From an optimization exercise on the open Yosys and OpenROAD flow, aimed at small area and a short achievable clock period; shortcuts taken in it are not production practice. At most, simulation tests tie the RTL to the original design; equivalence was not proved. No activity file was given, so power comes from the tool's default toggle rates.

==> try-xenon: inputs <==
Design matrix_convol, start of the top module:
module matrix_convol #(parameter m=9, f=3) (clk, rst, a, b, stride, out, done);
clock: 11.0 ns
lec_check: 0
cap_margin: 20
core_margin: 2
core_utilization: 40
slew_margin: 20
run.sh (not shown) runs the stock make flow with config.mk's settings and CLKGATE_MAP_FILE= SYNTH_SCRIPT=/design/flow/synth_recipe.tcl, a recipe that flattens the netlist after the stock synthesis.
==> inputs of try-harbor, as changes to try-xenon <==
--- a/flow/config.mk
+++ b/flow/config.mk
@@ -9,3 +9,4 @@
 export CORE_MARGIN = 2
 export CORE_UTILIZATION = 40
+export CTS_BUF_LIST = sky130_fd_sc_hd__clkbuf_8 sky130_fd_sc_hd__clkbuf_4
 export SLEW_MARGIN = 20
==> qor summary <==
item                                                   try-harbor                try-xenon
Detailed route wirelength on metal3                       1680 µm                  1640 µm
Final design area excluding fillers                     26800 µm²                27000 µm²
Timing endpoint of the critical path                         done                       ov
Starting DRC count in detailed routing                        524                      590
WL per Instance                                           15.9 µm                  16.2 µm
CP Launch Type                                          flip-flop               input port
Status                                    complete, no violations  complete, no violations
Vias after detailed routing                                 11300                    11100
Maximum fanout along the worst path                             1                        2
Tcrit/Tclk final                                            0.342                    0.338
Largest stage delay on the critical path                  0.55 ns                  0.45 ns
Achievable frequency                                    0.266 GHz                0.269 GHz
Fraction of area in multi-input gates                       0.204                    0.202
Filler cell count                                            4966                     4905
Worst slew pin tran                                       1.03 ns                  1.03 ns
Fin Clk Skew                                            0.0335 ns                0.0179 ns
Routed length on met2                                    18800 µm                 18600 µm
Post-layout net count                                        1791                     1752
No functional check of the RTL was part of any run of this note.

========
==> run G <==
matrix_convol, a different RTL version from the one above (not shown whole).
==> flow/design.v (excerpt) <==
module matrix_convol #(parameter m=9, f=3) (clk, rst, a, b, stride, out, done);
clock: 11.0 ns
lec_check: 0
cap_margin: 20
core_margin: 2
core_utilization: 40
cts_buf_list: sky130_fd_sc_hd__clkbuf_8
cts_cluster_diameter: 60
cts_cluster_size: 20
slew_margin: 20
standard.sh (not shown) runs the stock make flow with config.mk's settings and CLKGATE_MAP_FILE= SYNTH_SCRIPT=/design/flow/synth_recipe.tcl, a recipe that flattens the netlist after the stock synthesis.
==> flow/flow/run.sh <==
#!/bin/bash
# The standard layout (the standard.sh, every step unchanged), with the
# ports buffered by a plain buffer (buf_4) and a clock tree without dummy
# loads, with clkbuf_16 at its root and upper level and clkbuf_8 at its leaves.
set -euo pipefail
export BUFFER_PORTS_ARGS="-buffer_cell sky130_fd_sc_hd__buf_4"
export CTS_ARGS="-sink_clustering_enable -repair_clock_nets -sink_clustering_size 20 -sink_clustering_max_diameter 60 -buf_list sky130_fd_sc_hd__clkbuf_8 -root_buf sky130_fd_sc_hd__clkbuf_16 -dont_use_dummy_load"
bash standard.sh > standard.log 2>&1
==> run P: changes against run G <==
--- a/flow/design.v
+++ b/flow/design.v
@@ -9,10 +9,12 @@
 reg [1:0] state;
 reg [3:0] lr;       
 reg [3:0] lc;       
 reg [2:0] cc, cr;   
 reg       ov;       
+reg [3:0] strd;     
+reg       upd;      
 reg [647:0] xq;     
 reg [71:0]  hq;     
 reg [8:0]  rs;      
 reg [1:0]  r, c;    
 reg [7:0]  xr, hr;  
@@ -26,24 +28,24 @@
 always @(posedge clk) begin
     for (R = 0; R < 9; R = R + 1) begin
         for (j = 1; j < 9; j = j + 1)
             xq[(9*R+j)*8 +: 8] <= xq[(9*R+j-1)*8 +: 8];
         if (ld_st && lr == R)
-            xq[(9*R)*8 +: 8] <= ~a;
+            xq[(9*R)*8 +: 8] <= a;
         else
             xq[(9*R)*8 +: 8] <= xq[(9*R+8)*8 +: 8];
     end
     for (j = 1; j < 9; j = j + 1)
         hq[j*8 +: 8] <= hq[(j-1)*8 +: 8];
     if (ld_st && lr == 4'd0)
-        hq[7:0] <= ~b;
+        hq[7:0] <= b;
     else
         hq[7:0] <= hq[71:64];
 end
 reg [7:0] xt, ht;
 always @(*) begin
-    xt = {8{~|rs}};
+    xt = 8'd0;
     ht = 8'd0;
     for (R = 0; R < 9; R = R + 1) begin
         xt = xt | ({8{rs[R]}} & xq[(9*R + (3*R)%9)*8 +: 8]);
         ht = ht | ({8{hs[R]}} & hq[R*8 +: 8]);
     end
@@ -198,74 +200,74 @@
         if (r == 2'd2) begin r <= 2'd0; rs <= rs >> 2; end
         else begin r <= r + 2'd1; rs <= rs << 1; end
     end else
         c <= c + 2'd1;
 end
-wire m_pp0_0 = ~(xr[0] | hr[0]);
-wire m_pp0_1 = ~(xr[1] | hr[0]);
-wire m_pp0_2 = ~(xr[2] | hr[0]);
-wire m_pp0_3 = ~(xr[3] | hr[0]);
-wire m_pp0_4 = ~(xr[4] | hr[0]);
-wire m_pp0_5 = ~(xr[5] | hr[0]);
-wire m_pp0_6 = ~(xr[6] | hr[0]);
-wire m_pp0_7 = ~(xr[7] | hr[0]);
-wire m_pp1_0 = ~(xr[0] | hr[1]);
-wire m_pp1_1 = ~(xr[1] | hr[1]);
-wire m_pp1_2 = ~(xr[2] | hr[1]);
-wire m_pp1_3 = ~(xr[3] | hr[1]);
-wire m_pp1_4 = ~(xr[4] | hr[1]);
-wire m_pp1_5 = ~(xr[5] | hr[1]);
-wire m_pp1_6 = ~(xr[6] | hr[1]);
-wire m_pp1_7 = ~(xr[7] | hr[1]);
-wire m_pp2_0 = ~(xr[0] | hr[2]);
-wire m_pp2_1 = ~(xr[1] | hr[2]);
-wire m_pp2_2 = ~(xr[2] | hr[2]);
-wire m_pp2_3 = ~(xr[3] | hr[2]);
-wire m_pp2_4 = ~(xr[4] | hr[2]);
-wire m_pp2_5 = ~(xr[5] | hr[2]);
-wire m_pp2_6 = ~(xr[6] | hr[2]);
-wire m_pp2_7 = ~(xr[7] | hr[2]);
-wire m_pp3_0 = ~(xr[0] | hr[3]);
-wire m_pp3_1 = ~(xr[1] | hr[3]);
-wire m_pp3_2 = ~(xr[2] | hr[3]);
-wire m_pp3_3 = ~(xr[3] | hr[3]);
-wire m_pp3_4 = ~(xr[4] | hr[3]);
-wire m_pp3_5 = ~(xr[5] | hr[3]);
-wire m_pp3_6 = ~(xr[6] | hr[3]);
-wire m_pp3_7 = ~(xr[7] | hr[3]);
-wire m_pp4_0 = ~(xr[0] | hr[4]);
-wire m_pp4_1 = ~(xr[1] | hr[4]);
-wire m_pp4_2 = ~(xr[2] | hr[4]);
-wire m_pp4_3 = ~(xr[3] | hr[4]);
-wire m_pp4_4 = ~(xr[4] | hr[4]);
-wire m_pp4_5 = ~(xr[5] | hr[4]);
-wire m_pp4_6 = ~(xr[6] | hr[4]);
-wire m_pp4_7 = ~(xr[7] | hr[4]);
-wire m_pp5_0 = ~(xr[0] | hr[5]);
-wire m_pp5_1 = ~(xr[1] | hr[5]);
-wire m_pp5_2 = ~(xr[2] | hr[5]);
-wire m_pp5_3 = ~(xr[3] | hr[5]);
-wire m_pp5_4 = ~(xr[4] | hr[5]);
-wire m_pp5_5 = ~(xr[5] | hr[5]);
-wire m_pp5_6 = ~(xr[6] | hr[5]);
-wire m_pp5_7 = ~(xr[7] | hr[5]);
-wire m_pp6_0 = ~(xr[0] | hr[6]);
-wire m_pp6_1 = ~(xr[1] | hr[6]);
-wire m_pp6_2 = ~(xr[2] | hr[6]);
-wire m_pp6_3 = ~(xr[3] | hr[6]);
-wire m_pp6_4 = ~(xr[4] | hr[6]);
-wire m_pp6_5 = ~(xr[5] | hr[6]);
-wire m_pp6_6 = ~(xr[6] | hr[6]);
-wire m_pp6_7 = ~(xr[7] | hr[6]);
-wire m_pp7_0 = ~(xr[0] | hr[7]);
-wire m_pp7_1 = ~(xr[1] | hr[7]);
-wire m_pp7_2 = ~(xr[2] | hr[7]);
-wire m_pp7_3 = ~(xr[3] | hr[7]);
-wire m_pp7_4 = ~(xr[4] | hr[7]);
-wire m_pp7_5 = ~(xr[5] | hr[7]);
-wire m_pp7_6 = ~(xr[6] | hr[7]);
-wire m_pp7_7 = ~(xr[7] | hr[7]);
+wire m_pp0_0 = xr[0] & hr[0];
+wire m_pp0_1 = xr[1] & hr[0];
+wire m_pp0_2 = xr[2] & hr[0];
+wire m_pp0_3 = xr[3] & hr[0];
+wire m_pp0_4 = xr[4] & hr[0];
+wire m_pp0_5 = xr[5] & hr[0];
+wire m_pp0_6 = xr[6] & hr[0];
+wire m_pp0_7 = xr[7] & hr[0];
+wire m_pp1_0 = xr[0] & hr[1];
+wire m_pp1_1 = xr[1] & hr[1];
+wire m_pp1_2 = xr[2] & hr[1];
+wire m_pp1_3 = xr[3] & hr[1];
+wire m_pp1_4 = xr[4] & hr[1];
+wire m_pp1_5 = xr[5] & hr[1];
+wire m_pp1_6 = xr[6] & hr[1];
+wire m_pp1_7 = xr[7] & hr[1];
+wire m_pp2_0 = xr[0] & hr[2];
+wire m_pp2_1 = xr[1] & hr[2];
+wire m_pp2_2 = xr[2] & hr[2];
+wire m_pp2_3 = xr[3] & hr[2];
+wire m_pp2_4 = xr[4] & hr[2];
+wire m_pp2_5 = xr[5] & hr[2];
+wire m_pp2_6 = xr[6] & hr[2];
+wire m_pp2_7 = xr[7] & hr[2];
+wire m_pp3_0 = xr[0] & hr[3];
+wire m_pp3_1 = xr[1] & hr[3];
+wire m_pp3_2 = xr[2] & hr[3];
+wire m_pp3_3 = xr[3] & hr[3];
+wire m_pp3_4 = xr[4] & hr[3];
+wire m_pp3_5 = xr[5] & hr[3];
+wire m_pp3_6 = xr[6] & hr[3];
+wire m_pp3_7 = xr[7] & hr[3];
+wire m_pp4_0 = xr[0] & hr[4];
+wire m_pp4_1 = xr[1] & hr[4];
+wire m_pp4_2 = xr[2] & hr[4];
+wire m_pp4_3 = xr[3] & hr[4];
+wire m_pp4_4 = xr[4] & hr[4];
+wire m_pp4_5 = xr[5] & hr[4];
+wire m_pp4_6 = xr[6] & hr[4];
+wire m_pp4_7 = xr[7] & hr[4];
+wire m_pp5_0 = xr[0] & hr[5];
+wire m_pp5_1 = xr[1] & hr[5];
+wire m_pp5_2 = xr[2] & hr[5];
+wire m_pp5_3 = xr[3] & hr[5];
+wire m_pp5_4 = xr[4] & hr[5];
+wire m_pp5_5 = xr[5] & hr[5];
+wire m_pp5_6 = xr[6] & hr[5];
+wire m_pp5_7 = xr[7] & hr[5];
+wire m_pp6_0 = xr[0] & hr[6];
+wire m_pp6_1 = xr[1] & hr[6];
+wire m_pp6_2 = xr[2] & hr[6];
+wire m_pp6_3 = xr[3] & hr[6];
+wire m_pp6_4 = xr[4] & hr[6];
+wire m_pp6_5 = xr[5] & hr[6];
+wire m_pp6_6 = xr[6] & hr[6];
+wire m_pp6_7 = xr[7] & hr[6];
+wire m_pp7_0 = xr[0] & hr[7];
+wire m_pp7_1 = xr[1] & hr[7];
+wire m_pp7_2 = xr[2] & hr[7];
+wire m_pp7_3 = xr[3] & hr[7];
+wire m_pp7_4 = xr[4] & hr[7];
+wire m_pp7_5 = xr[5] & hr[7];
+wire m_pp7_6 = xr[6] & hr[7];
+wire m_pp7_7 = xr[7] & hr[7];
 wire m_s1 = m_pp0_6 ^ m_pp1_5;
 wire m_c2 = m_pp0_6 & m_pp1_5;
 wire m_s3 = m_pp0_7 ^ m_pp1_6 ^ m_pp2_5;
 wire m_c4 = (m_pp0_7 & m_pp1_6) | (m_pp0_7 & m_pp2_5) | (m_pp1_6 & m_pp2_5);
 wire m_s5 = m_pp3_4 ^ m_pp4_3;
@@ -363,34 +365,32 @@
         S_LOAD: state <= (lr == 4'd9) ? S_MAC : S_LOAD;
         S_MAC:  state <= S_STEP;
         default: state <= (ov || (cc == 3'd6 && cr == 3'd6 && last_e)) ? S_IDLE : S_MAC;
     endcase
 end
-wire take = mac_st && last_e;
-wire keep = ld_st || (state[1] && !take);
+wire [4:0] ccs = cc + strd;
+wire [4:0] crs = cr + strd;
 always @(posedge clk) begin
-    out  <= (acc & {16{take}}) | (out & {16{keep}});
-    done <= state[1] && last_e;
+    strd <= stride;
+    upd  <= step_st && last_e;
 end
-wire [4:0] ccs = cc + stride;
-wire [4:0] crs = cr + stride;
 always @(posedge clk) begin
     case (state)
         S_IDLE: begin
             lr <= 4'd0; lc <= 4'd0;
             cc <= 3'd0; cr <= 3'd0; ov <= 1'b0;
+            done <= 1'b0; out <= 16'd0;
         end
         S_LOAD: begin
             if (lr == 4'd9) lc <= 4'd0;
             else if (last_e) begin lc <= 4'd0; lr <= lr + 4'd1; end
             else lc <= lc + 4'd1;
         end
         S_MAC: begin
-        end
-        default: begin
-            lc <= last_e ? 4'd0 : lc + 4'd1;
-            if (last_e) begin
+            done <= last_e;
+            if (last_e) out <= acc;
+            if (upd) begin
                 if (cc != 3'd6) begin
                     cc <= ccs[2:0];
                     ov <= ccs > 5'd6;
                 end else begin
                     cc <= 3'd0;
@@ -400,8 +400,11 @@
                     end else
                         cr <= 3'd0;
                 end
             end
         end
+        default: begin
+            lc <= last_e ? 4'd0 : lc + 4'd1;
+        end
     endcase
 end
 endmodule
==> flow/run.sh (new file) <==
#!/bin/bash
# synth_recipe.tcl (not shown) runs the flow's synth.tcl, then flattens the netlist and writes it again
# the make line also repeats each setting of config.mk as NAME=value (left out here)
make -C /OpenROAD-flow-scripts/flow DESIGN_CONFIG=/design/flow/config.mk WORK_HOME=/design/flow/orfs CLKGATE_MAP_FILE= SYNTH_SCRIPT=/design/flow/synth_recipe.tcl finish
removed: flow/flow/run.sh
removed: flow/standard.sh
==> run K: changes against run G <==
--- a/flow/design.v
+++ b/flow/design.v
@@ -9,10 +9,12 @@
 reg [1:0] state;
 reg [3:0] lr;       
 reg [3:0] lc;       
 reg [2:0] cc, cr;   
 reg       ov;       
+reg [3:0] strd;     
+reg       upd;      
 reg [647:0] xq;     
 reg [71:0]  hq;     
 reg [8:0]  rs;      
 reg [1:0]  r, c;    
 reg [7:0]  xr, hr;  
@@ -369,12 +371,16 @@
 wire keep = ld_st || (state[1] && !take);
 always @(posedge clk) begin
     out  <= (acc & {16{take}}) | (out & {16{keep}});
     done <= state[1] && last_e;
 end
-wire [4:0] ccs = cc + stride;
-wire [4:0] crs = cr + stride;
+wire [4:0] ccs = cc + strd;
+wire [4:0] crs = cr + strd;
+always @(posedge clk) begin
+    strd <= stride;
+    upd  <= step_st && last_e;
+end
 always @(posedge clk) begin
     case (state)
         S_IDLE: begin
             lr <= 4'd0; lc <= 4'd0;
             cc <= 3'd0; cr <= 3'd0; ov <= 1'b0;
@@ -383,14 +389,11 @@
             if (lr == 4'd9) lc <= 4'd0;
             else if (last_e) begin lc <= 4'd0; lr <= lr + 4'd1; end
             else lc <= lc + 4'd1;
         end
         S_MAC: begin
-        end
-        default: begin
-            lc <= last_e ? 4'd0 : lc + 4'd1;
-            if (last_e) begin
+            if (upd) begin
                 if (cc != 3'd6) begin
                     cc <= ccs[2:0];
                     ov <= ccs > 5'd6;
                 end else begin
                     cc <= 3'd0;
@@ -400,8 +403,11 @@
                     end else
                         cr <= 3'd0;
                 end
             end
         end
+        default: begin
+            lc <= last_e ? 4'd0 : lc + 4'd1;
+        end
     endcase
 end
 endmodule
==> run R: changes against run G <==
--- a/flow/design.v
+++ b/flow/design.v
@@ -5,14 +5,15 @@
 input [3:0] stride;
 output reg [15:0] out;
 output reg done;
 localparam [1:0] S_IDLE = 2'd0, S_LOAD = 2'd1, S_MAC = 2'd2, S_STEP = 2'd3;
 reg [1:0] state;
-reg [3:0] lr;       
 reg [3:0] lc;       
 reg [2:0] cc, cr;   
 reg       ov;       
+reg [3:0] strd;     
+reg       upd;      
 reg [647:0] xq;     
 reg [71:0]  hq;     
 reg [8:0]  rs;      
 reg [1:0]  r, c;    
 reg [7:0]  xr, hr;  
@@ -25,18 +26,18 @@
 integer R, j;
 always @(posedge clk) begin
     for (R = 0; R < 9; R = R + 1) begin
         for (j = 1; j < 9; j = j + 1)
             xq[(9*R+j)*8 +: 8] <= xq[(9*R+j-1)*8 +: 8];
-        if (ld_st && lr == R)
+        if (ld_st && rs[R])
             xq[(9*R)*8 +: 8] <= ~a;
         else
             xq[(9*R)*8 +: 8] <= xq[(9*R+8)*8 +: 8];
     end
     for (j = 1; j < 9; j = j + 1)
         hq[j*8 +: 8] <= hq[(j-1)*8 +: 8];
-    if (ld_st && lr == 4'd0)
+    if (ld_st && rs[0])
         hq[7:0] <= ~b;
     else
         hq[7:0] <= hq[71:64];
 end
 reg [7:0] xt, ht;
@@ -187,11 +188,15 @@
 end
 wire first = step_st && lc == 4'd0;           
 wire clr   = step_st && lc == 4'd1;           
 wire stop  = mac_st && lc == 4'd5;            
 always @(posedge clk) begin
-    if (first) begin
+    if (state == S_IDLE)
+        rs <= 9'd1;
+    else if (ld_st) begin
+        if (last_e) rs <= rs << 1;
+    end else if (first) begin
         rs <= rs_n; r <= r_n; c <= c_n;
     end else if (stop) begin
         rs <= 9'd0;
     end else if (c == 2'd2) begin
         c <= 2'd0;
@@ -358,39 +363,40 @@
 always @(posedge clk) begin
     if (rst)
         state <= S_IDLE;
     else case (state)
         S_IDLE: state <= S_LOAD;
-        S_LOAD: state <= (lr == 4'd9) ? S_MAC : S_LOAD;
+        S_LOAD: state <= (rs == 9'd0) ? S_MAC : S_LOAD;
         S_MAC:  state <= S_STEP;
         default: state <= (ov || (cc == 3'd6 && cr == 3'd6 && last_e)) ? S_IDLE : S_MAC;
     endcase
 end
 wire take = mac_st && last_e;
 wire keep = ld_st || (state[1] && !take);
 always @(posedge clk) begin
     out  <= (acc & {16{take}}) | (out & {16{keep}});
     done <= state[1] && last_e;
 end
-wire [4:0] ccs = cc + stride;
-wire [4:0] crs = cr + stride;
+wire [4:0] ccs = cc + strd;
+wire [4:0] crs = cr + strd;
+always @(posedge clk) begin
+    strd <= stride;
+    upd  <= step_st && last_e;
+end
 always @(posedge clk) begin
     case (state)
         S_IDLE: begin
-            lr <= 4'd0; lc <= 4'd0;
+            lc <= 4'd0;
             cc <= 3'd0; cr <= 3'd0; ov <= 1'b0;
         end
         S_LOAD: begin
-            if (lr == 4'd9) lc <= 4'd0;
-            else if (last_e) begin lc <= 4'd0; lr <= lr + 4'd1; end
+            if (rs == 9'd0) lc <= 4'd0;
+            else if (last_e) lc <= 4'd0;
             else lc <= lc + 4'd1;
         end
         S_MAC: begin
-        end
-        default: begin
-            lc <= last_e ? 4'd0 : lc + 4'd1;
-            if (last_e) begin
+            if (upd) begin
                 if (cc != 3'd6) begin
                     cc <= ccs[2:0];
                     ov <= ccs > 5'd6;
                 end else begin
                     cc <= 3'd0;
@@ -400,8 +406,11 @@
                     end else
                         cr <= 3'd0;
                 end
             end
         end
+        default: begin
+            lc <= last_e ? 4'd0 : lc + 4'd1;
+        end
     endcase
 end
 endmodule
==> flow/flow/run.sh (replaced) <==
#!/bin/bash
# The standard layout (the standard.sh, every step unchanged), with the
# ports buffered by a plain buffer (buf_4) and a clock tree without dummy
# loads, with clkbuf_16 at its root and upper level and clkbuf_8 at its leaves.
set -euo pipefail
export BUFFER_PORTS_ARGS="-buffer_cell sky130_fd_sc_hd__buf_4"
export CTS_ARGS="-sink_clustering_enable -repair_clock_nets -sink_clustering_size 18 -sink_clustering_max_diameter 60 -buf_list sky130_fd_sc_hd__clkbuf_8 -root_buf sky130_fd_sc_hd__clkbuf_16 -dont_use_dummy_load"
bash standard.sh > standard.log 2>&1
--- a/flow/config.mk
+++ b/flow/config.mk
@@ -8,7 +8,7 @@
 export CAP_MARGIN = 20
 export CORE_MARGIN = 2
 export CORE_UTILIZATION = 40
 export CTS_BUF_LIST = sky130_fd_sc_hd__clkbuf_8
 export CTS_CLUSTER_DIAMETER = 60
-export CTS_CLUSTER_SIZE = 20
+export CTS_CLUSTER_SIZE = 18
 export SLEW_MARGIN = 20
==> summary.txt <==
|  | run G | run K | run P | run R |
|---|---|---|---|---|
| Result of the run | finished clean | finished clean | finished clean | finished clean |
| Compound-gate portion of the synthesized area | 7.555% | 8.212% | 5.245% | 8.829% |
| Simple-Gate Fraction of Synth Area | 6.789% | 6.990% | 5.965% | 7.258% |
| Tot GR Track Use | 14.03% | 13.58% | 13.79% | 14.76% |
| Switching component of the power | 2.125 mW | 1.936 mW | 1.971 mW | 1.614 mW |
| Buffering overhead | 1.334% | 1.317% | 1.639% | 1.480% |
| Metal-1 WL | 19540 um | 19370 um | 19650 um | 19710 um |
| Synthesis-stage register bit count | 828 | 833 | 833 | 829 |
| Clock distribution area overhead in the final layout | 3.076% | 3.318% | 4.153% | 3.396% |
| Power consumed by sequential cells | 3.98 mW | 3.93 mW | 3.89 mW | 3.63 mW |
| First-pass GRT wire length | 63220 um | 62960 um | 62970 um | 66850 um |
| Worst hold start | xq[483] | xq[180] | xq[445] | xq[248] |
| Die W | 240.5 um | 241.8 um | 242.5 um | 241.0 um |
| Setup Crit Path Kind | in2reg | reg2out | reg2out | reg2out |
| Initial DRT Pass Iterations | 5 | 6 | 7 | 9 |
| Switching fraction of total power | 30.50% | 28.86% | 29.15% | 26.79% |
| Adder-Cell Fraction of Synth Area | 7.113% | 6.813% | 6.774% | 6.640% |
| Number of library cell types mapped by synthesis | 64 | 69 | 59 | 67 |
| Final GP Congestion | 0.8211 | 0.8568 | 0.8014 | 0.8291 |
For run G and run R, only the layout was checked, not whether the RTL still works.

-- afterwards: timing with drivers on the ports --
In the flow no input, the clock included, has a driving cell. The finished layouts below were timed again as built, in two steps. Step 1: set_driving_cell puts a clkbuf_16 on clk and a buf_2 on each other input, an assumption about the parent block. Step 2 moves the port delays by t, midway between the first and last clock arrival at a register: inputs arrive t later, outputs are due t later. That takes back most of the time a late clock gives input paths. Three values: ideal ports, drivers, drivers and shift; two values: the first two.
| run | t, ns | setup WS [ns] | worst setup path at the end | clock arrival spread, ns | pins driven straight from the clock port |
|---|---|---|---|---|---|
| try-xenon | 0.657 | 7.280 / 7.255 / 6.659 | input to register | 0.021 / 0.022 | 1 |
| try-harbor | 0.744 | 7.242 / 7.188 / 6.661 | input to register | 0.037 / 0.037 | 1 |
| run G | 0.603 | 7.544 / 7.572 / 6.969 | input to register | 0.062 / 0.063 | 1 |
| run P | 0.722 | 7.244 / 7.193 / 7.731 | input to register | 0.047 / 0.047 | 1 |
| run K | 0.597 | 7.784 / 7.724 / 8.055 | register to register | 0.119 / 0.120 | 1 |
| run R | 0.609 | 7.755 / 7.697 / 8.022 | register to register | 0.090 / 0.090 | 1 |
After both steps setup and hold are still met in every run listed. For try-xenon, which loses most, drivers alone change the setup slack by -0.025 ns; drivers and shift together by -0.621 ns.
